Source: an optimization exercise on an open RTL-to-GDS flow (aim: small area). Production flows keep margins and buffers that such runs may drop.
RTL that was checked went through simulation tests only; none was proved equivalent to the original.
The RTL of run 2 was laid out without a check of its function.
Power figures rest on the tool's default switching activity, not on a simulated workload.

[design/flow/constraint.sdc]
create_clock -name core_clock -period 10.0 [get_ports {clk_sys}]
set_input_delay 2.0000 -clock core_clock [delete_from_list [all_inputs] [get_ports {clk_sys}]]
set_output_delay 2.0000 -clock core_clock [all_outputs]
set_load 0.01 [all_outputs]
[design/flow/flow/abc_t4.script]
strash
&get -n
&dch -f
&nf -R 1000
&put
mfs3 -ae
strash
&get -n
&dch -f
&nf -R 1000
&put
mfs3 -ae
strash
&get -n
&dch -f
&nf -R 1000
&put
mfs3 -ae
topo
[design/flow/design.v]
module iobus(
	input clk_sys,
	input rst,
	input rxd,
	output txd,
	output zg,
	input zw,
	input rcl,
	output dpa,
	input rs,
	input rf,
	input rok,
	input rpe,
	input rqb,
	input rpn,
	input [0:3] rnb,
	input [0:15] rad,
	input [0:15] rdt,
	output dw,
	output dr,
	output din,
	output dok,
	output den,
	output dpe,
	output dpn,
	output [0:3] dnb,
	output [0:15] dad,
	output [0:15] ddt,
	input [0:15] w,
	input [0:3] rotary_pos,
	input [0:9] indicators,
	output [0:3] rotary_out,
	output rotary_trig,
	output [0:15] keys,
	output keys_trig,
	output [0:3] fn,
	output fn_v,
	output fn_trig
);
	localparam [5:0] L24 = 6'b110000;
	localparam [5:0] L49 = 6'b001001;
	localparam [5:0] L50 = 6'b010011;
	localparam [3:0] R_STOP  = 4'd9;
	localparam [3:0] R_IDLE  = 4'd10;
	localparam [3:0] R_START = 4'd11;
	reg [3:0] rxs;
	reg [5:0] rdiv;
	wire rdiv_end = (rdiv == L49);
	reg rx_rdy;
	reg clr;		 
	wire rx_data = ~rxs[3] | (rxs == 4'd8);
	wire rx_smp = rx_data & rdiv_end;
	wire rx_bit = rx_smp & ~rxs[3];	 
	always @ (posedge clk_sys) begin
		if (rst) rdiv <= 6'd0;
		else if ((rxs == R_IDLE) & ~rxd) rdiv <= L24;
		else if (rdiv_end) rdiv <= 6'd0;
		else rdiv <= {rdiv[4:0], ~(rdiv[5] ^ rdiv[4])};
	end
	always @ (posedge clk_sys) begin
		if (rst) begin
			rxs <= R_IDLE;
			clr <= 1'b1;
			rx_rdy <= 1'b0;
		end else begin
			rx_rdy <= 1'b0;
			if (rdiv_end) clr <= 1'b0;
			case (rxs)
				R_IDLE: if (!rxd) rxs <= R_START;
				R_START: begin
					if (rxd) rxs <= R_IDLE;
					else if (rdiv_end) rxs <= 4'd0;
				end
				R_STOP: begin
					rxs <= R_IDLE;
					rx_rdy <= rxd;
				end
				default: if (rdiv_end) rxs <= rxs + 1'b1;
			endcase
		end
	end
	localparam M_IDLE = 3'd0;
	localparam M_ARG  = 3'd1;
	localparam M_A1   = 3'd2;
	localparam M_A2H  = 3'd3;
	localparam M_A2L  = 3'd4;
	localparam M_A3H  = 3'd5;
	localparam M_A3L  = 3'd6;
	localparam M_DONE = 3'd7;
	reg [2:0] ms;
	reg m_rdy;
	reg [7:0] tcmd;
	reg [4:0] ta1;
	reg [15:0] ta2n;		 
	reg [15:0] ta3;
	always @ (posedge clk_sys) begin
		if (rst) begin
			ms <= M_IDLE;
			m_rdy <= 1'b0;
		end else begin
			m_rdy <= (ms == M_DONE);
			case (ms)
				M_IDLE: if (rx_rdy) ms <= M_ARG;
				M_ARG: ms <= tcmd[2] ? M_A1 : tcmd[1] ? M_A2H : tcmd[0] ? M_A3H : M_DONE;
				M_A1: if (rx_rdy) ms <= tcmd[1] ? M_A2H : tcmd[0] ? M_A3H : M_DONE;
				M_A2H: if (rx_rdy) begin
					ms <= M_A2L;
				end
				M_A2L: if (rx_rdy) begin
					ms <= tcmd[0] ? M_A3H : M_DONE;
				end
				M_A3H: if (rx_rdy) begin
					ms <= M_A3L;
				end
				M_A3L: if (rx_rdy) begin
					ms <= M_DONE;
				end
				M_DONE: ms <= M_IDLE;
			endcase
		end
	end
	wire sh_cmd = rx_bit & (ms == M_IDLE);
	wire sh_a1  = rx_bit & (ms == M_A1) & (rxs < 4'd5);
	wire sh_a2h = rx_bit & (ms == M_A2H);
	wire sh_a2l = rx_bit & (ms == M_A2L);
	wire sh_a3h = rx_bit & (ms == M_A3H);
	wire sh_a3l = rx_bit & (ms == M_A3L);
	wire rx_in = rxd & ~clr;
	always @ (posedge clk_sys) begin
		if (sh_cmd) tcmd <= {rxd, tcmd[7:1]};
		if (sh_a1) ta1 <= {rxd, ta1[4:1]};
		if (sh_a2h | clr) ta2n[15:8] <= {~rx_in, ta2n[15:9]};
		if (sh_a2l | clr) ta2n[7:0] <= {~rx_in, ta2n[7:1]};
		if (sh_a3h | clr) ta3[15:8] <= {rx_in, ta3[15:9]};
		if (sh_a3l | clr) ta3[7:0] <= {rx_in, ta3[7:1]};
	end
	wire c_r   = (tcmd == 8'h9e);
	wire c_w   = (tcmd == 8'h97);
	wire c_in  = (tcmd == 8'hb5);
	wire c_pa  = (tcmd == 8'h80);
	wire c_pe  = (tcmd[7:1] == 7'b0001100);
	wire c_ok  = (tcmd[7:1] == 7'b0001000) | c_pe;
	wire c_en  = (tcmd == 8'h08);
	wire c_cpd = (tcmd == 8'hc1);
	wire c_cpr = (tcmd == 8'hcc);
	wire c_cpf = (tcmd == 8'hd4);
	wire c_cps = (tcmd == 8'hd8);
	assign dpa = m_rdy & c_pa;
	assign keys = ta3;
	assign rotary_out = ta1[3:0];
	assign fn = ta1[3:0];
	assign fn_v = ta1[4];
	assign keys_trig = m_rdy & c_cpd;
	assign rotary_trig = m_rdy & c_cpr;
	assign fn_trig = m_rdy & c_cpf;
	reg zg_r;
	reg ir, iw;
	reg [4:0] ia1;
	reg [15:0] ia2n;		 
	reg [15:0] ia3;
	reg [4:0] tcnt5;
	wire [4:0] tcnt5_nx = {tcnt5[3:0], ~(tcnt5[4] ^ tcnt5[2])} | {5{tcnt5 == 5'b10000}};
	wire timeout = &tcnt5;
	wire zwzg = zw & zg_r;
	always @ (posedge clk_sys) begin
		if (rst) begin
			zg_r <= 1'b0;
		end else if (!zg_r) begin
			if (m_rdy & (c_r | c_w | c_in)) begin
				zg_r <= 1'b1;
				ir <= c_r;
				iw <= c_w;
				ia1 <= ta1;
				ia2n <= ta2n;
				ia3 <= ta3;
			end
		end else if (zw & (rok | timeout)) begin
			zg_r <= 1'b0;
		end
	end
	always @ (posedge clk_sys) begin
		if (rst | rok | !zwzg) tcnt5 <= 5'd0;
		else tcnt5 <= tcnt5_nx;
	end
	assign zg = zg_r;
	assign dr = zwzg & ir;
	assign dw = zwzg & iw;
	assign din = zwzg & ~ir & ~iw;
	assign dpn = zwzg & ia1[4];
	assign dnb = zwzg ? ia1[3:0] : 4'd0;
	assign dad = ~(ia2n | {16{~zwzg}});
	wire io_req = (rs | rf) & ~rad[15];
	reg rsa, rsb;
	reg [15:0] rddt;
	wire resp_act = rsa | rsb;
	always @ (posedge clk_sys) begin
		if (rst) begin
			rsa <= 1'b0;
			rsb <= 1'b0;
		end else if (!resp_act) begin
			if (io_req & m_rdy & (c_ok | c_en)) begin
				rsa <= c_ok;
				rsb <= c_en | c_pe;
				rddt <= ta3;
			end
		end else if (!io_req) begin
			rsa <= 1'b0;
			rsb <= 1'b0;
		end
	end
	assign dok = rsa;
	assign den = ~rsa & rsb;
	assign dpe = rsa & rsb;
	assign ddt = (zwzg ? ia3 : 16'd0) | (resp_act ? rddt : 16'd0);
	reg ena_cl, ena_cp, ena_bus;
	reg [7:0] enc_cmd;
	always @ (*) begin
		case ({rf, rs, dr, dw, din, rok, timeout, rpe})
			8'b10000000 : enc_cmd = { 1'b1,  4'b0101,  3'b110 };
			8'b01000000 : enc_cmd = { 1'b1,  4'b0100,  3'b111 };
			8'b00100100 : enc_cmd = { 1'b0, 4'b0010, 3'b001 };
			8'b00100101 : enc_cmd = { 1'b0, 4'b0011, 3'b000 };
			8'b00010100 : enc_cmd = { 1'b0, 4'b0010, 3'b000 };
			8'b00001100 : enc_cmd = { 1'b0, 4'b0010, 3'b000 };
			8'b00100010 : enc_cmd = { 1'b0, 4'b0100, 3'b000 };
			8'b00010010 : enc_cmd = { 1'b0, 4'b0100, 3'b000 };
			8'b00001010 : enc_cmd = { 1'b0, 4'b0100, 3'b000 };
			default     : enc_cmd = 8'd0;
		endcase
	end
	wire send_req = io_req;
	wire send_resp = (rok | timeout) & zwzg;
	reg [1:0] bst;		 
	reg [2:0] bk;
	reg [5:0] ba1;
	reg [15:0] ba2;
	reg [15:0] ba3;
	reg [2:0] bk_nx;
	always @ (*) begin
		case (enc_cmd)
			8'h10: bk_nx = 3'd1;
			8'h11: bk_nx = 3'd2;
			8'h18: bk_nx = 3'd3;
			8'h20: bk_nx = 3'd4;
			8'hae: bk_nx = 3'd6;
			8'ha7: bk_nx = 3'd7;
			default: bk_nx = send_req ? 3'd5 : 3'd0;
		endcase
	end
	wire is_req = bk[2] & (bk[1] | bk[0]);
	always @ (posedge clk_sys) begin
		if (rst) begin
			bst <= 2'd0;
		end else begin
			case (bst)
				2'd0: if (send_req | send_resp) begin
					bk <= bk_nx;
					ba1 <= {rqb, rpn, rnb};
					ba2 <= rad;
					ba3 <= rdt;
					bst <= 2'd1;
				end
				2'd1: if (ena_bus) bst <= 2'd2;
				default: if (!ena_bus && (is_req ? !send_req : !send_resp)) bst <= 2'd0;
			endcase
		end
	end
	reg [7:0] bcmd;
	always @ (*) begin
		case (bk)
			3'd1: bcmd = 8'h10;
			3'd2: bcmd = 8'h11;
			3'd3: bcmd = 8'h18;
			3'd4: bcmd = 8'h20;
			3'd6: bcmd = 8'hae;
			3'd7: bcmd = 8'ha7;
			default: bcmd = 8'h00;
		endcase
	end
	wire trig_bus = (bst == 2'd1);
	wire send_cp = m_rdy & c_cps;
	reg [1:0] cst;
	always @ (posedge clk_sys) begin
		if (rst) begin
			cst <= 2'd0;
		end else begin
			case (cst)
				2'd0: if (send_cp) cst <= 2'd1;
				2'd1: if (ena_cp) cst <= 2'd2;
				default: if (!ena_cp & !send_cp) cst <= 2'd0;
			endcase
		end
	end
	wire trig_cp = (cst == 2'd1);
	reg [1:0] lst;
	always @ (posedge clk_sys) begin
		if (rst) begin
			lst <= 2'd0;
		end else begin
			case (lst)
				2'd0: if (rcl) lst <= 2'd1;
				2'd1: if (ena_cl) lst <= 2'd2;
				default: if (!ena_cl & !rcl) lst <= 2'd0;
			endcase
		end
	end
	wire trig_cl = (lst == 2'd1);
	localparam T_STOP = 4'd0;
	localparam T_RDY  = 4'd1;
	localparam T_IDLE = 4'd4;
	localparam T_LOAD = 4'd5;
	localparam T_SEND = 4'd6;
	localparam T_START = 4'd7;
	reg [3:0] tp;
	reg [5:0] tdiv;
	wire [5:0] tdiv_nx = {tdiv[4:0], ~(tdiv[5] ^ tdiv[4])};
	reg [2:0] idx;
	reg [15:0] sw;
	reg [9:0] sind;
	reg [3:0] srot;
	wire [2:0] targ = ena_bus ? bcmd[2:0] : {1'b0, ena_cp, ena_cp};
	reg [2:0] nidx;
	reg nlast;
	always @ (*) begin
		nidx = 3'd0;
		nlast = 1'b0;
		case (idx)
			3'd0: if (targ[2]) nidx = 3'd1; else if (targ[1]) nidx = 3'd2; else if (targ[0]) nidx = 3'd4; else nlast = 1'b1;
			3'd1: if (targ[1]) nidx = 3'd2; else if (targ[0]) nidx = 3'd4; else nlast = 1'b1;
			3'd2: nidx = 3'd3;
			3'd3: if (targ[0]) nidx = 3'd4; else nlast = 1'b1;
			3'd4: nidx = 3'd5;
			default: nlast = 1'b1;
		endcase
	end
	always @ (posedge clk_sys) begin
		if (rst) begin
			tp <= T_IDLE;
			ena_cl <= 1'b0;
			ena_cp <= 1'b0;
			ena_bus <= 1'b0;
		end else begin
			case (tp)
				T_IDLE: if (trig_cl | trig_cp | trig_bus) begin
					ena_cl <= trig_cl;
					ena_cp <= trig_cp & ~trig_cl;
					ena_bus <= trig_bus & ~trig_cp & ~trig_cl;
					tp <= T_LOAD;
				end
				T_LOAD: begin
					sw <= w;
					sind <= indicators;
					srot <= rotary_pos;
					idx <= 3'd0;
					tp <= T_SEND;
				end
				T_SEND: begin
					tdiv <= 6'd0;
					tp <= T_START;
				end
				T_RDY: begin
					if (nlast) begin
						ena_cl <= 1'b0;
						ena_cp <= 1'b0;
						ena_bus <= 1'b0;
						tp <= T_IDLE;
					end else begin
						idx <= nidx;
						tp <= T_SEND;
					end
				end
				default: begin		 
					if (tdiv == L50) begin
						tdiv <= {5'd0, tp == 4'd15};
						tp <= tp + 1'b1;
					end else tdiv <= tdiv_nx;
				end
			endcase
		end
	end
	wire [3:0] wsel = {~idx[0], tp[2:0]};
	wire [15:0] s3 = {sind, 2'b00, srot};
	wire b2, b3, c2, c3;
	tx_sel16 SEL_B2(.d(ba2), .s(wsel), .y(b2));
	tx_sel16 SEL_B3(.d(ba3), .s(wsel), .y(b3));
	tx_sel16 SEL_C2(.d(sw), .s(wsel), .y(c2));
	tx_sel16 SEL_C3(.d(s3), .s(wsel), .y(c3));
	wire [7:0] cmdb = ena_bus ? bcmd : ena_cp ? 8'h13 : 8'h88;
	wire [7:0] a1b = {2'b00, ba1};
	wire k0, k1, ka0, wsel23;
	tx_mux4 SEL_K0(.d(cmdb[3:0]), .s(tp[1:0]), .y(k0));
	tx_mux4 SEL_K1(.d(cmdb[7:4]), .s(tp[1:0]), .y(k1));
	tx_mux4 SEL_A0(.d(a1b[3:0]), .s(tp[1:0]), .y(ka0));
	wire ka1 = ~tp[1] & (tp[0] ? a1b[5] : a1b[4]);
	wire w01 = idx[0] ? (tp[2] ? ka1 : ka0) : (tp[2] ? k1 : k0);
	wire tbit;
	tx_mux4 SEL_W(.d({b3, c3, b2, c2} ), .s({idx[2], ena_bus}), .y(wsel23));
	assign tbit = (idx[2] | idx[1]) ? wsel23 : w01;
	assign txd = tp[3] ? tbit : (tp != T_START);
endmodule
module tx_mux4(
	input [3:0] d,
	input [1:0] s,
	output y
);
	assign y = d[s];
endmodule
module tx_sel16(
	input [15:0] d,
	input [3:0] s,
	output y
);
	wire [3:0] m;
	tx_mux4 M0(.d(d[3:0]), .s(s[1:0]), .y(m[0]));
	tx_mux4 M1(.d(d[7:4]), .s(s[1:0]), .y(m[1]));
	tx_mux4 M2(.d(d[11:8]), .s(s[1:0]), .y(m[2]));
	tx_mux4 M3(.d(d[15:12]), .s(s[1:0]), .y(m[3]));
	tx_mux4 M4(.d(m), .s(s[3:2]), .y(y));
endmodule
[design/flow/config.mk]
export PLATFORM = sky130hd
export DESIGN_NAME = iobus
export DESIGN_NICKNAME = iobus
export VERILOG_FILES = /design/flow/design.v
export SDC_FILE = /design/flow/constraint.sdc
export NUM_CORES = 4
export LEC_CHECK = 0
export CAP_MARGIN = 20
export CORE_MARGIN = 2
export CORE_UTILIZATION = 40
export PLACE_DENSITY = 0.8
export SLEW_MARGIN = 20
[design/flow/flow/abc_t3.script]
strash
&get -n
&dch -f
&nf -R 1000
&put
mfs3 -ae
strash
&get -n
&dch -f
&nf -R 1000
&put
mfs3 -ae
topo
[design/flow/flow/run.sh]
#!/bin/bash
# The standard layout (standard.sh) with these changes:
# - synthesis is ORFS's, run through standard.sh and synth_recipe.tcl (so without the fsm
#   and share passes, then flattened and renamed as standard.sh does), but ABC maps the
#   combinational logic with an area-oriented script: each flow/abc_*.script is tried in
#   place of ORFS's abc_speed.script, and the one giving the smallest synthesized area is
#   kept (ORFS's own script is the fallback if none of them completes). These syntheses
#   also leave adders to ABC instead of mapping them to the platform's adder cells first
#   (ADDER_MAP_FILE empty). Flip-flops are mapped before either step, so the registers,
#   their names and cell types are those of the standard synthesis;
# - every input and output port still gets its own buffer, but a buf_1 instead of the
#   larger cell buffer_ports picks by default;
# - clock tree synthesis adds no dummy loads and uses the clustering given below.
# Each make run's full output goes to a log in this folder (synth_*.log for the trial
# syntheses, standard.log for the final run); ORFS keeps its per-step logs under orfs/logs.
set -uo pipefail
here=$(pwd)
stat="$here/orfs/reports/sky130hd/iobus/base/synth_stat.txt"
best=""
best_area=""
for f in "$here"/flow/abc_*.script; do
  name=$(basename "$f" .script)
  dir="$here/scripts_$name"
  rm -rf "$dir" "$here/orfs"
  cp -r "$FLOW_HOME/scripts" "$dir"
  cp "$f" "$dir/abc_speed.script"
  if bash standard.sh SCRIPTS_DIR="$dir" ADDER_MAP_FILE= synth > "$here/synth_$name.log" 2>&1 && [[ -f "$stat" ]]; then
    area=$(awk '/Chip area for/ {print $NF}' "$stat" | head -1)
    echo "$name: $area" >> "$here/synth_areas.log"
    if [[ -z "$best" ]] || awk -v a="$area" -v b="$best_area" 'BEGIN {exit !(a < b)}'; then
      best="$dir"
      best_area="$area"
    fi
  else
    echo "$name: failed" >> "$here/synth_areas.log"
  fi
done
rm -rf "$here/orfs"
args=()
if [[ -n "$best" ]]; then
  args+=(SCRIPTS_DIR="$best" ADDER_MAP_FILE=)
fi
echo "chosen: ${best:-ORFS default}" >> "$here/synth_areas.log"
set -e
bash standard.sh "${args[@]}" \
  BUFFER_PORTS_ARGS="-buffer_cell sky130_fd_sc_hd__buf_1" \
  CTS_ARGS="-sink_clustering_enable -repair_clock_nets -dont_use_dummy_load -sink_clustering_size 12 -sink_clustering_max_diameter 40 -buf_list sky130_fd_sc_hd__clkbuf_4" \
  finish > "$here/standard.log" 2>&1
[design/flow/flow/abc_t5.script]
strash
&get -n
&dch -f
&nf -R 1000 -p
&put
mfs3 -ae
strash
&get -n
&dch -f
&nf -R 1000 -p
&put
mfs3 -ae
topo
[design/flow/flow/abc_s10.script]
strash
dc2
&get -n
&dch -f
&nf -R 1000 -p
&put
mfs3 -ae
strash
dc2
&get -n
&dch -f
&nf -R 1000 -p
&put
mfs3 -ae
topo
[design/flow/standard.sh]
#!/bin/bash
# synth_recipe.tcl (not shown) runs the flow's synth.tcl, then flattens the netlist and writes it again
# the make line also repeats each setting of config.mk as NAME=value (left out here)
make -C /OpenROAD-flow-scripts/flow DESIGN_CONFIG=/design/flow/config.mk WORK_HOME=/design/flow/orfs CLKGATE_MAP_FILE= SYNTH_SCRIPT=/design/flow/synth_recipe.tcl "${@:-finish}"
==> results of run 1 <==
[layer usage]
layer / GRT usage [%] / vias up / part of all wire [%]
li1: - / 2673 / -
met1: 20.9 / 2686 / 41
met2: 27.5 / 206 / 47
met3: 4.17 / 32 / 9.2
met4: 4.76 / 0 / 2.3
met5: 0 / - / 0
[power by group]
part	switching [W]	total [W]	leakage [nW]	internal, W
clock network	0.000266	0.000407	0.143	0.000141
logic	0.000182	0.000298	0.926	0.000116
registers	0.0000439	0.00109	1.98	0.00104
[kinds of logic (layout without fill, tap and decap cells)]
| family | Yosys count | after routing | synth area share, % |
|---|---|---|---|
| AOI/OAI and AO/OA | 141 | 141 | 12.1 |
| xor gates and xnor gates | 3 | 3 | 0.318 |
| buffers and inverters | 15 | 202 | 0.863 |
| DFF | 217 | 217 | 74.3 |
| muxes | 1 | 1 | 0.136 |
| and+or+nand+nor | 211 | 211 | 12.2 |
[synthesized netlist by cell type (2+ instances only)]
cell	instances	area share, %
a211oi_1	4	0.36
a21oi_1	27	1.6
a221oi_1	6	0.64
a222oi_1	10	1.2
a22o_1	19	2.0
a22oi_1	11	1.0
a31o_1	3	0.32
a31oi_1	6	0.45
a32oi_1	4	0.42
and2_0	9	0.68
and3_1	8	0.61
buf_4	4	0.36
clkinv_1	11	0.50
dfxtp_1	37	9.0
edfxtp_1	180	65
nand2_1	45	2.0
nand2b_1	8	0.61
nand3_1	20	1.2
nand3b_1	2	0.18
nand4_1	2	0.15
nor2_1	64	2.9
nor2b_1	16	1.2
nor3_1	20	1.2
nor3b_1	3	0.27
nor4_1	6	0.45
nor4b_1	2	0.21
o211ai_1	4	0.36
o21a_1	7	0.64
o21ai_0	24	1.5
o21bai_1	2	0.18
o22ai_1	4	0.30
or2_0	3	0.23
or3_1	2	0.15
xor2_1	2	0.21
[stage by stage]
step | power, W | cells | worst slack (ns)
final | 0.00179 | 1045 | 4.67
after detailed placement | 0.00140 | 1013 | 4.37
after global placement | 0.00139 | 1013 | 4.45
after global routing | 0.00189 | 1045 | 4.43
after CTS | 0.00181 | 1044 | 4.36
after floorplan | 0.00130 | 588 | 4.80
[registers in the layout, indices dropped and copies added, names as in the netlist, 5 cells and up]
signal,flops
ba2,16
ba3,16
ia2n,16
ia3,16
rddt,16
sw,16
ta2n,16
ta3,16
sind,10
tcmd,8
ba1,6
rdiv,6
tdiv,6
ia1,5
ta1,5
tcnt5,5
[critical path, stage by stage]
cell and delay (ns):
buf_1 0.21, and2_1 0.67, a22o_1 0.27, buf_1 0.16
[layout make-up]
type / instances / area, µm² / area share (%)
clock buffer: 31 / 233 / 2.45
tap: 270 / 338 / 3.56
inverter: 11 / 41.3 / 0.435
multi-input combinational: 356 / 2080 / 21.9
sequential: 217 / 6150 / 64.7
timing repair buffer: 160 / 658 / 6.93
[final timing paths]
| path | slack, ns | to | depth (start not counted) |
|---|---|---|---|
| setup / recovery | 4.67 | ddt[11] | 4 |
| hold / removal | 0.40 | ta2n[0] | 0 |
| setup reg to reg | 6.98 | ia2n[1] | 6 |
| hold reg to reg | 0.40 | ta2n[0] | 0 |
==> run notes, run 1 <==
Routing:
- The routed layout has 5,597 vias.
- Summed over all layers, the routed wires come to between 15,000 and 20,000 µm.
- The routed wire length per instance is roughly 17 µm.
- The DRC violation count after routing is 0.
- Dividing the detail-routed via count by the number of cells gives 5.36.
- Before antenna repair, the detailed router went through 5 iterations.
- Once detail routing completed, the nets flagged for antenna violations numbered 0.
- The detailed router finished its first iteration with 361 violations.

Layout:
- The net count reported at finish is 854.
- The number of inserted diodes is 0.
- The number of filler instances in the final layout is 1,843.
- After routing the design area is 9500 µm².
- The top cell types in the final layout, fill and taps aside, are edfxtp_1, buf_1, nor2_1.
- The most common cell after layout, fill and taps aside is edfxtp_1.
- For this run, the share of the core covered by cells in the final layout is 46.9%.
- The area growth from synthesis to layout is 14.9%.
- The fraction of layout instances using a drive strength above 1 is 5.94%.

GRT:
- The remaining global-route overflow is 0.
- The global-route wire length before repair is 28,600 µm.
- Across every metal layer, demand over resource in global routing totals 16.3%.
- The number of global-route vias before repair is 5,687.
- The number of antenna violations at the first check in global routing is 0.
- The pin count of the biggest net entering global routing is 42.

Die:
- For this configuration, the core starts out at a cell density of between 40% and 50%.
- Measured along the y axis, the die boundary spans 148 µm.
- The number of ports placed on the die boundary is around 150.
- The die is 148 µm wide.
- The floorplan step defined a die boundary enclosing 21,800 µm².
- The area of the placeable core is 20,200 µm².
- The row count is 52.

Flow run:
- The tool flagged a number of max-cap violations equal to 0.

Logic synthesis:
- Each instance of the synthesized netlist takes up on average 14.1 µm².
- The prevailing post-synth register cell is edfxtp_1.
- Sequential elements use 74.3% of the synthesized area.
- The mapped netlist covers 8270 µm².
- The flip-flop and latch count after synthesis is around 220.
- The count of different cell masters after synthesis is 47.
- The synthesized instance count is just under 600.
- The number of enable flip-flop cells after synthesis is 180.
- The number of nets produced by synthesis is roughly 670.
- The count of warnings emitted by yosys is 1.
- The post-synthesis async set-or-reset flop share is 0%.

Critical path:
- Data on the critical path arrives at its endpoint at 3.33 ns.
- STA classifies the critical path startpoint as an input pin.
- For the worst setup path, the data required time is 8.00 ns.
- The beginning of the worst register-to-register path is tcmd[6].
- The critical path starts at zw.
- The element type at the critical path end is an output port.
- The worst setup path is of the in -> out kind.
- In this run the worst path has a maximum fanout of 16.

STA:
- Headroom to the max-slew limit came out at about 33%.
- Adding up every negative setup slack in the final design gives 0 ns.
- Counting I/O delays and the setup requirement, the final critical path takes 5.33 ns.
- The fmax is 0.187 GHz.
- The number of hold violations in the final report was 0.
- The total of endpoints with negative setup slack in the final report is 0.
- The actual slew at the worst max-slew pin is 0.998 ns.
- The number of pins exceeding their max-slew limit in the final report is 0.
- The final cycle utilization of the critical path is 53.3%.
- The maximum clock skew at final layout is 0.0841 ns.
- The worst hold margin is 0.402 ns.
- Setup repair after global routing left no endpoint under its margin.

CTS:
- The number of buffers inserted during clock tree synthesis is 31.
- The clock net in this run drives a total of 217 sinks.
- TritonCTS built the clock tree.
- The clock passes through at most 3 buffers.
- In this run the post-CTS setup repair buffer count came out at 0.
- The source-to-sink clock delay at the later pin of the worst-skew pair is ~0.7 ns.
- In this run the number of H-tree levels came out at 1.
- The number of gates resized after cts is 0.
- The clock slew at the register clock pins of the worst setup and hold paths is 0.11 ns.
- The hold buffer count at CTS is 0.
- The cell at the root of the clock tree is clkbuf_4.

Pwr:
- Summed over all cells, the static leakage comes to 3.05 nW.
- Power spread over the standard cell area amounts to about 190 nW/µm².
- The worst supply voltage drop on vdd is 87.3 µV.

Outcome:
- The flow ran to the end and the layout has no timing, DRC or antenna violations.

Placement:
- The final weighted congestion in routability-driven placement is 0.827.
- In this run the tool buffered the top-level ports with 150 buffer cells.
- The cell area after placement is 9240 µm².
- The total half-perimeter wirelength after legalization and detailed placement is 12,400 µm.

Min path:
- The min-delay analysis places its worst path in the category reg -> reg.
- The worst hold path begins at ta2n[1].
==> run 2, diff against run 1 <==
--- a/design/flow/design.v
+++ b/design/flow/design.v
@@ -212,7 +212,10 @@
 	assign den = ~rsa & rsb;
 	assign dpe = rsa & rsb;
 	assign ddt = (zwzg ? ia3 : 16'd0) | (resp_act ? rddt : 16'd0);
-	reg ena_cl, ena_cp, ena_bus;
+	reg [1:0] ena;
+	wire ena_cl = ~ena[1] & ena[0];
+	wire ena_cp = ena[1] & ~ena[0];
+	wire ena_bus = ena[1] & ena[0];
 	reg [7:0] enc_cmd;
 	always @ (*) begin
 		case ({rf, rs, dr, dw, din, rok, timeout, rpe})
@@ -260,7 +263,7 @@
 					ba3 <= rdt;
 					bst <= 2'd1;
 				end
-				2'd1: if (ena_bus) bst <= 2'd2;
+				2'd1, 2'd3: if (ena_bus) bst <= 2'd2;
 				default: if (!ena_bus && (is_req ? !send_req : !send_resp)) bst <= 2'd0;
 			endcase
 		end
@@ -277,7 +280,7 @@
 			default: bcmd = 8'h00;
 		endcase
 	end
-	wire trig_bus = (bst == 2'd1);
+	wire trig_bus = bst[0];
 	wire send_cp = m_rdy & c_cps;
 	reg [1:0] cst;
 	always @ (posedge clk_sys) begin
@@ -286,12 +289,12 @@
 		end else begin
 			case (cst)
 				2'd0: if (send_cp) cst <= 2'd1;
-				2'd1: if (ena_cp) cst <= 2'd2;
+				2'd1, 2'd3: if (ena_cp) cst <= 2'd2;
 				default: if (!ena_cp & !send_cp) cst <= 2'd0;
 			endcase
 		end
 	end
-	wire trig_cp = (cst == 2'd1);
+	wire trig_cp = cst[0];
 	reg [1:0] lst;
 	always @ (posedge clk_sys) begin
 		if (rst) begin
@@ -299,18 +302,18 @@
 		end else begin
 			case (lst)
 				2'd0: if (rcl) lst <= 2'd1;
-				2'd1: if (ena_cl) lst <= 2'd2;
+				2'd1, 2'd3: if (ena_cl) lst <= 2'd2;
 				default: if (!ena_cl & !rcl) lst <= 2'd0;
 			endcase
 		end
 	end
-	wire trig_cl = (lst == 2'd1);
-	localparam T_STOP = 4'd0;
-	localparam T_RDY  = 4'd1;
-	localparam T_IDLE = 4'd4;
-	localparam T_LOAD = 4'd5;
-	localparam T_SEND = 4'd6;
-	localparam T_START = 4'd7;
+	wire trig_cl = lst[0];
+	localparam T_STOP = 4'd8;
+	localparam T_RDY  = 4'd9;
+	localparam T_IDLE = 4'd12;
+	localparam T_LOAD = 4'd13;
+	localparam T_SEND = 4'd14;
+	localparam T_START = 4'd15;
 	reg [3:0] tp;
 	reg [5:0] tdiv;
 	wire [5:0] tdiv_nx = {tdiv[4:0], ~(tdiv[5] ^ tdiv[4])};
@@ -336,15 +339,11 @@
 	always @ (posedge clk_sys) begin
 		if (rst) begin
 			tp <= T_IDLE;
-			ena_cl <= 1'b0;
-			ena_cp <= 1'b0;
-			ena_bus <= 1'b0;
+			ena <= 2'b00;
 		end else begin
 			case (tp)
 				T_IDLE: if (trig_cl | trig_cp | trig_bus) begin
-					ena_cl <= trig_cl;
-					ena_cp <= trig_cp & ~trig_cl;
-					ena_bus <= trig_bus & ~trig_cp & ~trig_cl;
+					ena <= trig_cl ? 2'b01 : trig_cp ? 2'b10 : 2'b11;
 					tp <= T_LOAD;
 				end
 				T_LOAD: begin
@@ -360,9 +359,7 @@
 				end
 				T_RDY: begin
 					if (nlast) begin
-						ena_cl <= 1'b0;
-						ena_cp <= 1'b0;
-						ena_bus <= 1'b0;
+						ena <= 2'b00;
 						tp <= T_IDLE;
 					end else begin
 						idx <= nidx;
@@ -371,7 +368,7 @@
 				end
 				default: begin		 
 					if (tdiv == L50) begin
-						tdiv <= {5'd0, tp == 4'd15};
+						tdiv <= {5'd0, tp == 4'd7};
 						tp <= tp + 1'b1;
 					end else tdiv <= tdiv_nx;
 				end
@@ -396,7 +393,7 @@
 	wire tbit;
 	tx_mux4 SEL_W(.d({b3, c3, b2, c2} ), .s({idx[2], ena_bus}), .y(wsel23));
 	assign tbit = (idx[2] | idx[1]) ? wsel23 : w01;
-	assign txd = tp[3] ? tbit : (tp != T_START);
+	assign txd = ~tp[3] ? tbit : (tp != T_START);
 endmodule
 module tx_mux4(
 	input [3:0] d,
--- a/design/flow/flow/run.sh
+++ b/design/flow/flow/run.sh
@@ -44,5 +44,5 @@
 set -e
 bash standard.sh "${args[@]}" \
   BUFFER_PORTS_ARGS="-buffer_cell sky130_fd_sc_hd__buf_1" \
-  CTS_ARGS="-sink_clustering_enable -repair_clock_nets -dont_use_dummy_load -sink_clustering_size 12 -sink_clustering_max_diameter 40 -buf_list sky130_fd_sc_hd__clkbuf_4" \
+  CTS_ARGS="-sink_clustering_enable -repair_clock_nets -dont_use_dummy_load -sink_clustering_size 10 -sink_clustering_max_diameter 50 -buf_list sky130_fd_sc_hd__clkbuf_4" \
   finish > "$here/standard.log" 2>&1
--- a/design/flow/config.mk
+++ b/design/flow/config.mk
@@ -8,5 +8,4 @@
 export CAP_MARGIN = 20
 export CORE_MARGIN = 2
 export CORE_UTILIZATION = 40
-export PLACE_DENSITY = 0.8
 export SLEW_MARGIN = 20
==> run notes, run 2 <==
Layout:
- The fraction of layout instances using a drive strength above 1 came to 5.39% (-0.55 points).
- The area growth from synthesis to final layout is 14.6%.
- The filler-free cell count of the finished design is 1,032 (-1.2%).
- The most common cell after layout, fill and taps aside is edfxtp_1.
- In the layout the commonest cells are edfxtp_1, buf_1, nor2_1.
- The net count reported at finish is 840 (-1.6%).
- The end-of-flow core utilization is 46.6% (-0.37 points).

Pwr:
- The worst supply voltage drop on vdd is 85.2 µV (-2.5%).
- The ratio of total power to cell area is 178 nW/µm² (-5.7%).
- The cell leakage power came to 2.99 nW (-1.7%).
- The overall power of the completed layout is 0.00167 W (-6.7%).

Logic synthesis:
- The count of warnings emitted by yosys is 1 (unchanged).
- The synthesized-area fraction occupied by xor and xnor cells is 0.214% (-0.10 points).
- The synthesized instance count is 579 (-1.5%).
- The mean instance size in the synthesized netlist is 14.2 µm² (+0.69%).
- The dominant combinational cell family by area after synthesis is simple AND/OR/NAND/NOR gates.
- The adder-cell share of the synthesized area is 0% (unchanged).
- The number of nets produced by synthesis is 656 (-1.4%).
- The post-synth design cell area is 8200 µm² (-0.85%).
- Yosys instantiated no cell more often than edfxtp_1.
- The flip-flop and latch count after synthesis is 216 (-0.46%).
- The most area-hungry cell type in the Yosys netlist is edfxtp_1.
- The sequential area share after synthesis is 74.7% (+0.39 points).
- The share of Yosys cell area claimed by the top area cell type is 65.9% (+0.56 points).
- The synthesized-area fraction occupied by ao, oa, aoi and oai cells is 11.7% (-0.37 points).
- The share of synthesized area spent on multiplexers is 0.122% (-0.014 points).
- The number of enable flip-flop cells after synthesis is 180 (unchanged).
- The commonest cells after synthesis are edfxtp_1, nor2_1, nand2_1, dfxtp_1, a21oi_1.
- In the post-synthesis netlist, the biggest area contributors are edfxtp_1, dfxtp_1, nor2_1, nand2_1, a21oi_1.
- Among all flip-flop cells after synthesis, the most frequent one is edfxtp_1.
- The count of different cell masters after synthesis was 47 (unchanged).
- The post-synthesis simple-gate area fraction is 12.5% (+0.23 points).
- The post-synthesis async set-or-reset flop share was 0% (unchanged).

Critical path:
- The worst reg-to-reg path cell count is 8 (+2).
- The beginning of the worst register-to-register path is tp[1].
- The signal on the critical path passes through buf_1 > and2_0 > a22o_1 > buf_1.
- The highest cell delay on the worst timing path is 0.83 ns (+0.16 ns).
- The cell at the slowest stage of the critical path is and2_0.
- The required arrival time at the worst endpoint was 8.00 ns (about the same).
- Tracing the worst setup path back leads to its startpoint at zw.
- The cell with the most instances on the worst path is buf_1.
- The worst setup path is captured at an output port.
- The type of the setup path with the least slack is in -> out.
- The data arrival time of the critical path was 3.56 ns (+0.23 ns).
- The slack of the worst reg-to-reg path is 7.23 ns (+0.25 ns).
- The maximum net fanout on the critical path came to 16 (unchanged).
- The startpoint type of the worst setup path is an input pin.
- The endpoint of the most critical register-to-register path is tp[2].

CTS:
- TritonCTS built the clock tree.
- The number of buffers inserted during clock tree synthesis is 26 (-16%).
- The source-to-sink clock delay at the later pin of the worst-skew pair is 0.64 ns (-0.06 ns).
- The number of setup buffers added after CTS is 0 (unchanged).
- The clock slew at the register clock pins of the worst setup and hold paths is 0.10 ns (about the same).
- The tree is rooted in a clkbuf_4.
- The maximum buffer depth of the clock tree was 3 (unchanged).
- The number of gates resized after cts came to 0 (unchanged).
- The hold buffer count at CTS was 0 (unchanged).
- The clock net sink count is 216 (-0.46%).
- The depth of the CTS H-tree is 1 (unchanged).

Routing:
- The amount of wire on met2 after detailed routing is 8690 µm (+2.5%).
- The routed wire length per instance came to 17.2 µm (-0.24%).
- The amount of wire on met3 after detailed routing is 967 µm (-42%).
- The detailed-routing iteration count for the pre-antenna-repair pass was 7 (+2).
- The overall via count from detail_route is 5,498 (-1.8%).
- The post-detailed-route count of antenna-violating nets was 0 (unchanged).
- The per-cell via count in the routed design was 5.33 (-0.53%).
- The number of violations reported at the end of detailed-routing iteration 0 is 460 (+27%).
- Signal routing reaches up to met4.
- The DRC violation count after routing was 0 (unchanged).
- The routed metal-1 wirelength is 7680 µm (+3.2%).
- The final wirelength came to 17,700 µm (-1.5%).

Min path:
- The number of stages on the worst hold path is 0 (unchanged).
- The start point of the worst hold path is ta2n[0].
- The worst min-delay path class is reg -> reg.
- The endpoint of the worst hold-timing path is ia2n[0].

Die:
- The effective utilization at floorplan is 40.6% (-0.22 points).
- The height of the chip is 147 µm (-0.41%).
- The die area is 21,700 µm² (-0.82%).
- The row count was 52 (unchanged).
- The overall die width is 147 µm (-0.41%).
- The number of ports placed on the die boundary is 151 (unchanged).
- The area of the placeable core is 20,200 µm² (-0.32%).

Flow run:
- The total of max-cap violations is 0 (unchanged).

Placement:
- The total half-perimeter wirelength after legalization and detailed placement is 12,200 µm (-1.2%).
- The final weighted congestion in routability-driven placement was 0.865 (+4.5%).
- The number of buffers added on ports came to 150 (unchanged).
- The cell total after placement was 1,004 (-0.89%).
- The worst slack at placement is 4.44 ns (+0.0696 ns).

STA:
- The final period demand of the worst path is 5.56 ns (+0.223 ns).
- The final cycle utilization of the critical path is 55.6% (+2.2 points).
- The maximum clock skew at final layout is 0.0292 ns (-0.0549 ns).
- The actual slew at the worst max-slew pin was 0.984 ns (-0.0136 ns).
- The relative max-transition margin is 34.3% (+1.4 points).
- The total negative slack was 0 ns (unchanged).
- The number of pins exceeding their max-slew limit in the final report is 0 (unchanged).
- The fmax came to 0.180 GHz (-4.0%).
- The total of endpoints with negative setup slack in the final report is 0 (unchanged).
- The number of hold violations in the final report is 0 (unchanged).
- Setup repair after global routing left no endpoint under its margin.
- The worst-case setup margin in the final layout came to 4.44 ns (-0.223 ns).

GRT:
- The number of antenna violations at the first check in global routing is 1 (+1).
- The pin count of the biggest net entering global routing came to 42 (unchanged).
- The remaining global-route overflow was 0 (unchanged).
- The global-route wire length before repair is 27,900 µm (-2.3%).
- The total routing usage reported by global routing came to 15.9% (-0.44 points).
- The number of global-route vias before repair is 5,548 (-2.4%).

Outcome:
- The flow ran to the end and the layout has no timing, DRC or antenna violations.
-- run 2: cell types whose count changed in the layout (fill, tap and decap cells not counted), moves of 4 or more --
cell	previous run	this run
nor2b_1	16	10
clkbuf_4	31	26
a211oi_1	4	8
a21oi_1	27	31
o22ai_1	4	0
-- run 2: cell families after synthesis --
kind of cell | count (synthesis)
flip-flops | 216
AND/OR/NAND/NOR | 211
AO/OA/AOI/OAI | 137
buffers and inverters | 12
XOR/XNOR | 2
multiplexers | 1
-- run 2: worst max path at each step --
| stage | depth (start not counted) | end | slack (ns) |
|---|---|---|---|
| 5_1_grt | 4 | ddt[15] | 4.32 |
| 6_report | 4 | ddt[12] | 4.44 |
| 3_3_place_gp | 4 | ddt[6] | 4.54 |
| 2_1_floorplan | 1 | ia1[0] | 4.80 |
| 3_5_place_dp | 4 | ddt[5] | 4.44 |
| 4_1_cts | 4 | ddt[12] | 4.43 |
-- run 2: per-layer routing --
| layer | vias to the layer above | track usage, % |
|---|---|---|
| met5 | - | 0 |
| met4 | 0 | 5.24 |
| met3 | 33 | 3.26 |
| met2 | 159 | 26.7 |
| met1 | 2678 | 20.6 |
| li1 | 2628 | - |
-- run 2: area by class of cell --
class,instances,area [µm²]
diodes,1,2.50
clock buffers,26,195
fillers,1860,10800
inverters,8,30.0
multi-input cells,351,2040
flip-flops and latches,216,6130
well taps,270,338
repair buffers,160,658
-- run 2: critical path: cells and delay by family --
kind,cells,cell delay (ns)
and+or+nand+nor,1,0.83
buffers and inverters,2,0.43
AOI/OAI and AO/OA,1,0.28
-- run 2: stage by stage --
stage          hold slack [ns]  cell area [µm²]
2_1_floorplan            0.400             8200
3_3_place_gp             0.403             9160
3_5_place_dp             0.415             9160
4_1_cts                  0.440             9350
5_1_grt                  0.463             9390
6_report                 0.435             9390
-- run 2: power breakdown --
part | total (W) | switching (W) | internal [W]
registers | 0.00106 | 0.0000324 | 0.00102
clock network | 0.000377 | 0.000258 | 0.000120
logic | 0.000237 | 0.000146 | 0.0000908
total | 0.00167 | 0.000437 | 0.00123
==> run 3, diff against run 2 <==
--- a/design/flow/design.v
+++ b/design/flow/design.v
@@ -316,7 +316,12 @@
 	localparam T_START = 4'd15;
 	reg [3:0] tp;
 	reg [5:0] tdiv;
-	wire [5:0] tdiv_nx = {tdiv[4:0], ~(tdiv[5] ^ tdiv[4])};
+	wire tdiv_end = (tdiv == L50);
+	always @ (posedge clk_sys) begin
+		if (tp == T_SEND) tdiv <= 6'd0;
+		else if (tdiv_end) tdiv <= {5'd0, tp == 4'd7};
+		else tdiv <= {tdiv[4:0], ~(tdiv[5] ^ tdiv[4])};
+	end
 	reg [2:0] idx;
 	reg [15:0] sw;
 	reg [9:0] sind;
@@ -354,7 +359,6 @@
 					tp <= T_SEND;
 				end
 				T_SEND: begin
-					tdiv <= 6'd0;
 					tp <= T_START;
 				end
 				T_RDY: begin
@@ -367,10 +371,7 @@
 					end
 				end
 				default: begin		 
-					if (tdiv == L50) begin
-						tdiv <= {5'd0, tp == 4'd7};
-						tp <= tp + 1'b1;
-					end else tdiv <= tdiv_nx;
+					if (tdiv_end) tp <= tp + 1'b1;
 				end
 			endcase
 		end
==> run notes, run 3 <==
Outcome:
- The flow ran to the end and the layout has no timing, DRC or antenna violations.

CTS:
- The clock slew at the register clock pins of the worst setup and hold paths is 0.10 ns (about the same).
- The depth of the CTS H-tree is 1 (unchanged).
- The number of setup buffers added after CTS is 0 (unchanged).
- The number of buffers inserted during clock tree synthesis came to 27 (+3.8%).
- The cell at the root of the clock tree is clkbuf_4.
- The maximum buffer depth of the clock tree is 3 (unchanged).
- The TritonCTS clock tree is yes.
- The source-to-sink clock delay at the later pin of the worst-skew pair came to 0.68 ns (+0.04 ns).
- The clock net sink count is 216 (unchanged).
- The hold buffer count at CTS is 0 (unchanged).
- The number of gates resized after cts is 0 (unchanged).

Min path:
- The start point of the worst hold path is ta2n[4].
- The worst min-delay path class is reg -> reg.
- The endpoint of the worst hold-timing path is ia2n[4].
- The number of stages on the worst hold path is 0 (unchanged).

GRT:
- The pin count of the biggest net entering global routing is 42 (unchanged).
- The global-route wire length before repair is 29,500 µm (+5.9%).
- The number of antenna violations at the first check in global routing was 0 (-1).
- The total routing usage reported by global routing is 17.0% (+1.1 points).
- The remaining global-route overflow was 0 (unchanged).
- The number of global-route vias before repair was 5,706 (+2.8%).

Layout:
- The net count reported at finish was 839 (-0.12%).
- In the layout the commonest cells are edfxtp_1, buf_1, nor2_1.
- The area growth from synthesis to final layout is 15.1%.
- The number of inserted diodes is 0 (-1).
- The fraction of layout instances using a drive strength above 1 is 6.05% (+0.66 points).
- The number of filler instances in the final layout is 1,844 (-0.86%).
- The most common cell after layout, fill and taps aside is edfxtp_1.
- The end-of-flow core utilization is 46.6% (about the same).

Logic synthesis:
- Yosys instantiated no cell more often than edfxtp_1.
- The share of synthesized area spent on multiplexers is 0.123% (+0.0013 points).
- The adder-cell share of the synthesized area is 0% (unchanged).
- The number of enable flip-flop cells after synthesis is 174 (-3.3%).
- The count of warnings emitted by yosys was 1 (unchanged).
- The post-synth design cell area is 8110 µm² (-1.1%).
- The synthesized instance count is 572 (-1.2%).
- The flip-flop and latch count after synthesis is 216 (unchanged).
- The count of different cell masters after synthesis was 44 (-6.4%).
- The sequential area share after synthesis is 74.8% (+0.078 points).
- The synthesized-area fraction occupied by xor and xnor cells is 0.540% (+0.33 points).
- The post-synthesis simple-gate area fraction was 11.8% (-0.62 points).
- The mean instance size in the synthesized netlist is 14.2 µm² (+0.13%).
- For this run, the leading register cell type out of synthesis is edfxtp_1.
- The most area-hungry cell type in the Yosys netlist is edfxtp_1.
- The synthesized-area fraction occupied by ao, oa, aoi and oai cells was 11.7% (-0.026 points).
- The share of Yosys cell area claimed by the top area cell type is 64.4% (-1.5 points).
- Sorting the synthesized cells by area gives the leading types as edfxtp_1, dfxtp_1, nor2_1, a21oi_1, nand2_1.
- The dominant combinational cell family by area after synthesis is simple AND/OR/NAND/NOR gates.
- In the synthesized netlist, the cells that appear most often are edfxtp_1, nor2_1, dfxtp_1, nand2_1, a21oi_1.
- The post-synthesis async set-or-reset flop share is 0% (unchanged).
- The number of nets produced by synthesis is 649 (-1.1%).

Routing:
- The per-cell via count in the routed design is 5.37 (+0.81%).
- The number of violations reported at the end of detailed-routing iteration 0 is 441 (-4.1%).
- The post-detailed-route count of antenna-violating nets came to 0 (unchanged).
- The routed wire length per instance is 17.8 µm (+3.8%).
- The detailed-routing iteration count for the pre-antenna-repair pass is 7 (unchanged).
- The final wirelength came to 18,400 µm (+3.6%).
- The DRC violation count after routing is 0 (unchanged).
- The overall via count from detail_route came to 5,532 (+0.62%).

Die:
- The die area is 21,400 µm² (-1.1%).
- The row count came to 52 (unchanged).
- The number of ports placed on the die boundary is 151 (unchanged).
- The overall die width came to 146 µm (-0.53%).
- The area of the placeable core came to 20,000 µm² (-0.65%).
- The height of the chip came to 146 µm (-0.53%).
- The effective utilization at floorplan is 40.5% (-0.18 points).

STA:
- The final cycle utilization of the critical path was 55.4% (-0.15 points).
- The fmax was 0.180 GHz (+0.28%).
- The number of pins exceeding their max-slew limit in the final report is 0 (unchanged).
- Setup repair after global routing left no endpoint under its margin.
- The total negative slack was 0 ns (unchanged).
- The actual slew at the worst max-slew pin is 1.03 ns (+0.0478 ns).
- The relative max-transition margin is 31.2% (-3.2 points).
- The maximum clock skew at final layout came to 0.0711 ns (+0.0419 ns).
- The number of hold violations in the final report was 0 (unchanged).
- The final period demand of the worst path was 5.54 ns (-0.0152 ns).
- The total of endpoints with negative setup slack in the final report was 0 (unchanged).

Critical path:
- The maximum net fanout on the critical path is 18 (+2).
- The type of the setup path with the least slack is in -> out.
- The required arrival time at the worst endpoint is 8.00 ns (about the same).
- The worst reg-to-reg path cell count was 5 (-3).
- The slack of the worst reg-to-reg path came to 7.27 ns (+0.04 ns).
- In this run the critical register-to-register path is captured at ba2[10].
- The beginning of the worst register-to-register path is zg_r.
- The worst setup path is captured at an output port.
- The data arrival time of the critical path came to 3.54 ns (-0.02 ns).
- The startpoint type of the worst setup path is an input pin.

Placement:
- The total half-perimeter wirelength after legalization and detailed placement is 12,600 µm (+3.4%).
- The number of buffers added on ports came to 150 (unchanged).
- The final weighted congestion in routability-driven placement is 0.848 (-2.0%).

Pwr:
- The ratio of total power to cell area came to 188 nW/µm² (+5.7%).
- The clock network fraction of total power is 22.3% (-0.3 points).
- The share of total power in combinational logic is 16.2% (+2.0 points).
- The cell leakage power is 3.01 nW (+0.48%).
- The switching component of the power is 0.000486 W (+11%).
- The cell-internal power is 0.00127 W (+2.8%).
- The worst supply voltage drop on vdd is 79.8 µV (-6.3%).
- The net switching share of the total power is 27.7% (+1.6 points).
- The fraction of power consumed by sequential logic is 61.6% (-1.6 points).

Flow run:
- The total of max-cap violations is 0 (unchanged).
run 3: cell count changes after synthesis, moves of 5 or more:
cell	previous run	this run
dfxtp_1	36	42
nand2b_1	11	6
edfxtp_1	180	174
clkinv_1	8	13
run 3: logic make-up after synthesis:
| family | count (synthesis) |
|---|---|
| buffers and inverters | 17 |
| DFF | 216 |
| AOI/OAI and AO/OA | 134 |
| muxes | 1 |
| and+or+nand+nor | 199 |
| xor gates and xnor gates | 5 |
run 3: how the worst max path moves through the flow:
| stage | slack [ns] | from | to | depth (start not counted) |
|---|---|---|---|---|
| final | 4.46 | zw | ddt[12] | 4 |
| after global routing | 4.32 | zw | ddt[7] | 4 |
| after CTS | 4.41 | zw | ddt[9] | 4 |
| after detailed placement | 4.42 | zw | ddt[9] | 4 |
| after global placement | 4.48 | zw | ddt[15] | 4 |
| after floorplan | 4.80 | rst | ia1[0] | 1 |
run 3: routing by layer:
metal	GRT usage (%)	vias to the layer above	wire (µm)
li1	-	2624	-
met5	0	-	0
met1	21.9	2669	7930
met2	29.3	199	8710
met4	4.95	0	496
met3	3.34	40	1220
run 3: cell type report:
cell class / count / area (µm²) / area share [%]
clock buffer: 27 / 203 / 2.17
inverter: 13 / 48.8 / 0.523
multi-input combinational: 339 / 1990 / 21.3
sequential: 216 / 6070 / 65.0
tap: 270 / 338 / 3.62
timing repair buffer: 165 / 688 / 7.38
run 3: worst max-delay path, stage by stage:
cell    delay, ns
buf_1        0.24
and2_0       0.86
a22o_1       0.28
buf_1        0.16
run 3: through the flow:
step                cell area, µm²  power (W)  worst slack (ns)  cells  hold WS [ns]
finish                        9330    0.00175              4.46   1030         0.416
global placement              9110    0.00137              4.48   1002         0.408
detailed placement            9110    0.00138              4.42   1002         0.415
global route                  9330    0.00185              4.32   1030         0.421
CTS                           9310    0.00177              4.41   1029         0.407
floorplan                     8110    0.00128              4.80    572         0.400
run 3: power by group through the flow:
stage | combinational, W | clock [W] | sequential (W)
2_1_floorplan | 0.000189 | 0 | 0.00109
3_3_place_gp | 0.000272 | 0 | 0.00110
3_5_place_dp | 0.000283 | 0 | 0.00110
4_1_cts | 0.000285 | 0.000408 | 0.00108
5_1_grt | 0.000318 | 0.000439 | 0.00109
6_report | 0.000284 | 0.000390 | 0.00108
==> run 4, diff against run 3 <==
--- a/design/flow/flow/run.sh
+++ b/design/flow/flow/run.sh
@@ -10,11 +10,15 @@
 #   their names and cell types are those of the standard synthesis;
 # - every input and output port still gets its own buffer, but a buf_1 instead of the
 #   larger cell buffer_ports picks by default;
-# - clock tree synthesis adds no dummy loads and uses the clustering given below.
+# - clock tree synthesis adds no dummy loads and uses the clustering given below;
+# - the platform's don't-use list is extended with the largest buffers, so that repairs
+#   of high-fanout nets use several small buffers instead (DONT_USE_CELLS below repeats
+#   the platform's list and adds these).
 # Each make run's full output goes to a log in this folder (synth_*.log for the trial
 # syntheses, standard.log for the final run); ORFS keeps its per-step logs under orfs/logs.
 set -uo pipefail
 here=$(pwd)
+dont_use="sky130_fd_sc_hd__probe_p_8 sky130_fd_sc_hd__probec_p_8 sky130_fd_sc_hd__lpflow_bleeder_1 sky130_fd_sc_hd__lpflow_clkbufkapwr_1 sky130_fd_sc_hd__lpflow_clkbufkapwr_16 sky130_fd_sc_hd__lpflow_clkbufkapwr_2 sky130_fd_sc_hd__lpflow_clkbufkapwr_4 sky130_fd_sc_hd__lpflow_clkbufkapwr_8 sky130_fd_sc_hd__lpflow_clkinvkapwr_1 sky130_fd_sc_hd__lpflow_clkinvkapwr_16 sky130_fd_sc_hd__lpflow_clkinvkapwr_2 sky130_fd_sc_hd__lpflow_clkinvkapwr_4 sky130_fd_sc_hd__lpflow_clkinvkapwr_8 sky130_fd_sc_hd__lpflow_decapkapwr_12 sky130_fd_sc_hd__lpflow_decapkapwr_3 sky130_fd_sc_hd__lpflow_decapkapwr_4 sky130_fd_sc_hd__lpflow_decapkapwr_6 sky130_fd_sc_hd__lpflow_decapkapwr_8 sky130_fd_sc_hd__lpflow_inputiso0n_1 sky130_fd_sc_hd__lpflow_inputiso0p_1 sky130_fd_sc_hd__lpflow_inputiso1n_1 sky130_fd_sc_hd__lpflow_inputiso1p_1 sky130_fd_sc_hd__lpflow_inputisolatch_1 sky130_fd_sc_hd__lpflow_isobufsrc_1 sky130_fd_sc_hd__lpflow_isobufsrc_16 sky130_fd_sc_hd__lpflow_isobufsrc_2 sky130_fd_sc_hd__lpflow_isobufsrc_4 sky130_fd_sc_hd__lpflow_isobufsrc_8 sky130_fd_sc_hd__lpflow_isobufsrckapwr_16 sky130_fd_sc_hd__lpflow_lsbuf_lh_hl_isowell_tap_1 sky130_fd_sc_hd__lpflow_lsbuf_lh_hl_isowell_tap_2 sky130_fd_sc_hd__lpflow_lsbuf_lh_hl_isowell_tap_4 sky130_fd_sc_hd__lpflow_lsbuf_lh_isowell_4 sky130_fd_sc_hd__lpflow_lsbuf_lh_isowell_tap_1 sky130_fd_sc_hd__lpflow_lsbuf_lh_isowell_tap_2 sky130_fd_sc_hd__lpflow_lsbuf_lh_isowell_tap_4 sky130_fd_sc_hd__buf_6 sky130_fd_sc_hd__buf_8 sky130_fd_sc_hd__buf_12 sky130_fd_sc_hd__buf_16 sky130_fd_sc_hd__bufbuf_8 sky130_fd_sc_hd__bufbuf_16"
 stat="$here/orfs/reports/sky130hd/iobus/base/synth_stat.txt"
 best=""
 best_area=""
@@ -24,7 +28,7 @@
   rm -rf "$dir" "$here/orfs"
   cp -r "$FLOW_HOME/scripts" "$dir"
   cp "$f" "$dir/abc_speed.script"
-  if bash standard.sh SCRIPTS_DIR="$dir" ADDER_MAP_FILE= synth > "$here/synth_$name.log" 2>&1 && [[ -f "$stat" ]]; then
+  if bash standard.sh SCRIPTS_DIR="$dir" ADDER_MAP_FILE= DONT_USE_CELLS="$dont_use" synth > "$here/synth_$name.log" 2>&1 && [[ -f "$stat" ]]; then
     area=$(awk '/Chip area for/ {print $NF}' "$stat" | head -1)
     echo "$name: $area" >> "$here/synth_areas.log"
     if [[ -z "$best" ]] || awk -v a="$area" -v b="$best_area" 'BEGIN {exit !(a < b)}'; then
@@ -42,7 +46,7 @@
 fi
 echo "chosen: ${best:-ORFS default}" >> "$here/synth_areas.log"
 set -e
-bash standard.sh "${args[@]}" \
+bash standard.sh "${args[@]}" DONT_USE_CELLS="$dont_use" \
   BUFFER_PORTS_ARGS="-buffer_cell sky130_fd_sc_hd__buf_1" \
   CTS_ARGS="-sink_clustering_enable -repair_clock_nets -dont_use_dummy_load -sink_clustering_size 10 -sink_clustering_max_diameter 50 -buf_list sky130_fd_sc_hd__clkbuf_4" \
   finish > "$here/standard.log" 2>&1
==> run notes, run 4 <==
STA:
- The fmax is 0.180 GHz (about the same).
- The actual slew at the worst max-slew pin is 1.07 ns (+0.0377 ns).
- The number of hold violations in the final report came to 0 (unchanged).
- Setup repair after global routing left no endpoint under its margin.
- The maximum clock skew at final layout is 0.102 ns (+0.0304 ns).
- The total of endpoints with negative setup slack in the final report is 0 (unchanged).
- The final cycle utilization of the critical path is 55.4% (about the same).
- The number of pins exceeding their max-slew limit in the final report was 0 (unchanged).
- The total negative slack was 0 ns (unchanged).
- The final period demand of the worst path is 5.54 ns (-0.00151 ns).
- The relative max-transition margin is 28.6% (-2.5 points).

Layout:
- The number of filler instances in the final layout is 1,878 (+1.8%).
- The most common cell after layout, fill and taps aside is edfxtp_1.
- The footprint of the multi-input gates came to 1990 µm² (unchanged).
- The end-of-flow core utilization is 46.4% (-0.18 points).
- The net count reported at finish came to 839 (unchanged).
- The fraction of layout instances using a drive strength above 1 is 4.87% (-1.2 points).
- The filler-free cell count of the finished design is 1,032 (+0.19%).
- The area growth from synthesis to final layout is 14.6%.
- In the layout the commonest cells are edfxtp_1, buf_1, nor2_1.
- The combined flip-flop and latch cell area is 6070 µm² (unchanged).

Logic synthesis:
- The commonest cells after synthesis are edfxtp_1, nor2_1, dfxtp_1, nand2_1, a21oi_1.
- The sequential area share after synthesis is 74.8% (unchanged).
- The post-synth design cell area is 8110 µm² (unchanged).
- Yosys instantiated no cell more often than edfxtp_1.
- The post-synthesis async set-or-reset flop share is 0% (unchanged).
- The mean instance size in the synthesized netlist is 14.2 µm² (unchanged).
- The count of different cell masters after synthesis came to 44 (unchanged).
- The synthesized instance count is 572 (unchanged).
- The flip-flop and latch count after synthesis was 216 (unchanged).
- The number of nets produced by synthesis is 649 (unchanged).
- After synthesis, the cell types taking the most area are edfxtp_1, dfxtp_1, nor2_1, a21oi_1, nand2_1.
- The number of enable flip-flop cells after synthesis was 174 (unchanged).
- The count of warnings emitted by yosys is 1 (unchanged).
- The share of Yosys cell area claimed by the top area cell type is 64.4% (unchanged).
- The synthesized design spends more area on one cell type than any other, namely edfxtp_1.
- The prevailing post-synth register cell is edfxtp_1.

Routing:
- The detailed-routing iteration count for the pre-antenna-repair pass is 4 (-3).
- The amount of wire on met3 after detailed routing is 1300 µm (+6.8%).
- The overall via count from detail_route came to 5,523 (-0.16%).
- The uppermost layer routed is met4.
- The DRC violation count after routing came to 0 (unchanged).
- The post-detailed-route count of antenna-violating nets is 0 (unchanged).
- The routed metal-1 wirelength came to 7870 µm (-0.82%).
- The routed wire length per instance is 17.6 µm (-1.4%).
- The per-cell via count in the routed design was 5.35 (-0.36%).
- The number of violations reported at the end of detailed-routing iteration 0 is 466 (+5.7%).
- The amount of wire on met2 after detailed routing is 8590 µm (-1.4%).
- The final wirelength is 18,100 µm (-1.2%).

Pwr:
- The net switching share of the total power came to 27.5% (-0.27 points).
- The clock network fraction of total power is 22.0% (-0.3 points).
- The share of total power in combinational logic is 16.0% (-0.2 points).
- The worst supply voltage drop on vdd was 96.9 µV (+21%).
- The cell leakage power is 2.98 nW (-1.0%).
- The switching component of the power was 0.000478 W (-1.7%).
- The ratio of total power to cell area was 187 nW/µm² (-0.37%).
- The fraction of power consumed by sequential logic was 62.0% (+0.4 points).
- The cell-internal power is 0.00126 W (-0.38%).

CTS:
- The depth of the CTS H-tree is 1 (unchanged).
- The cell at the root of the clock tree is clkbuf_4.
- The source-to-sink clock delay at the later pin of the worst-skew pair is 0.67 ns (about the same).
- The TritonCTS clock tree is yes.
- The maximum buffer depth of the clock tree is 3 (unchanged).
- The clock net sink count came to 216 (unchanged).
- The number of gates resized after cts is 0 (unchanged).
- The clock slew at the register clock pins of the worst setup and hold paths is 0.10 ns (about the same).
- The number of setup buffers added after CTS was 0 (unchanged).
- The number of buffers inserted during clock tree synthesis is 27 (unchanged).
- The hold buffer count at CTS is 0 (unchanged).

Placement:
- The number of buffers added on ports is 150 (unchanged).
- The total half-perimeter wirelength after legalization and detailed placement is 12,400 µm (-1.9%).
- The final weighted congestion in routability-driven placement came to 0.843 (-0.54%).
- The cell total after placement is 1,002 (unchanged).

Min path:
- The tightest min-delay check is of the reg -> reg type.

Critical path:
- The element type at the critical path end is an output port.
- The required arrival time at the worst endpoint is 8.00 ns (about the same).
- The startpoint type of the worst setup path is an input pin.
- By startpoint and endpoint, the worst setup path is classified as in -> out.
- The maximum net fanout on the critical path is 18 (unchanged).
- The data arrival time of the critical path is 3.54 ns (about the same).

Die:
- The height of the chip is 146 µm (unchanged).
- The effective utilization at floorplan is 40.5% (unchanged).
- The area of the placeable core is 20,000 µm² (unchanged).
- The die area is 21,400 µm² (unchanged).
- The overall die width came to 146 µm (unchanged).
- The row count is 52 (unchanged).
- The number of ports placed on the die boundary is 151 (unchanged).

Outcome:
- The flow ran to the end and the layout has no timing, DRC or antenna violations.

GRT:
- The number of global-route vias before repair is 5,445 (-4.6%).
- The global-route wire length before repair was 28,300 µm (-4.4%).
- The total routing usage reported by global routing came to 16.5% (-0.51 points).
- The pin count of the biggest net entering global routing is 42 (unchanged).
- The number of antenna violations at the first check in global routing is 2 (+2).
- The remaining global-route overflow is 0 (unchanged).

Flow run:
- The total of max-cap violations is 0 (unchanged).
==> run 4: layer usage <==
| metal | vias up | GRT usage [%] |
|---|---|---|
| met5 | - | 0 |
| met4 | 0 | 5.34 |
| met3 | 36 | 3.03 |
| met2 | 193 | 27.5 |
| met1 | 2665 | 22.0 |
| li1 | 2629 | - |
==> run 4: worst paths after layout <==
kind                              start       to  slack (ns)  cells after the start
worst min register to register  ta2n[0]  ia2n[0]        0.43                      0
worst max register to register    tp[2]  srot[2]        6.97                      3
worst max-delay path                 zw   ddt[6]        4.46                      4
worst min-delay path            ta2n[0]  ia2n[0]        0.43                      0
==> run 4: per-stage QoR <==
stage | total power, W | hold WS (ns) | instance area (µm²) | worst slack, ns
global route | 0.00184 | 0.446 | 9290 | 4.21
finish | 0.00174 | 0.430 | 9290 | 4.46
detailed placement | 0.00138 | 0.406 | 9060 | 4.39
global placement | 0.00136 | 0.406 | 9060 | 4.50
CTS | 0.00176 | 0.432 | 9260 | 4.39
floorplan | 0.00128 | 0.400 | 8110 | 4.80
==> run 4: worst max-delay path, cell delays in order <==
cell	delay, ns
buf_1	0.22
and2_0	0.88
a22o_1	0.27
buf_1	0.16
==> run 4: final cells by class <==
type | instances | area share (%)
antenna | 2 | 0.0539
multi-input combinational | 339 | 21.4
inverter | 13 | 0.525
timing repair buffer | 165 | 6.96
clock buffer | 27 | 2.18
tap | 270 | 3.63
sequential | 216 | 65.3
==> run 4: cells by family (layout without fill, tap and decap cells) <==
group	count (synthesis)	in the layout	synth area share, %
AO/OA/AOI/OAI	134	134	11.7
XOR/XNOR	5	5	0.540
buffers and inverters	17	205	0.972
flip-flops	216	216	74.8
multiplexers	1	1	0.123
other	0	2	0
AND/OR/NAND/NOR	199	199	11.8
==> run 4: power by group through the flow <==
stage	sequential, W	combinational, W	clock [W]
2_1_floorplan	0.00109	0.000189	0
3_3_place_gp	0.00110	0.000267	0
3_5_place_dp	0.00110	0.000278	0
4_1_cts	0.00108	0.000280	0.000404
5_1_grt	0.00109	0.000313	0.000442
6_report	0.00108	0.000278	0.000383

-- what the ideal ports hide --
The results above use ideal ports. As a check the final layouts listed here were re-extracted and re-timed, cells and wires unchanged.
Step 1 sets driving cells, clkbuf_16 on the clock port and buf_2 on the other inputs (assumed; they add their load-dependent delay and slew).
Step 2, shift: input delay + t, output delay - t, t = (earliest + latest rising clock arrival at the registers) / 2. This alone moves slack from input paths to output paths.
a / b / c = ideal / step 1 / step 2; a / b = the first two.
| run | shift t [ns] | setup slack, ns | worst hold slack (ns) | worst setup path after step 2 | worst data-port slew with drivers (ns) |
|---|---|---|---|---|---|
| run 1 | 0.689 | 4.666 / 4.637 / 4.639 | 0.402 / 0.402 / 0.402 | input to output | 0.06 |
| run 2 | 0.657 | 4.443 / 4.420 / 4.420 | 0.435 / 0.435 / 0.435 | input to output | 0.05 |
| run 3 | 0.677 | 4.458 / 4.438 / 4.438 | 0.416 / 0.416 / 0.416 | input to output | 0.06 |
| run 4 | 0.659 | 4.460 / 4.436 / 4.436 | 0.430 / 0.430 / 0.430 | input to output | 0.06 |
After both steps every run listed still meets setup and hold. The setup slack of run 1, which loses most, moves by -0.029 ns with the drivers and by -0.027 ns with both steps.
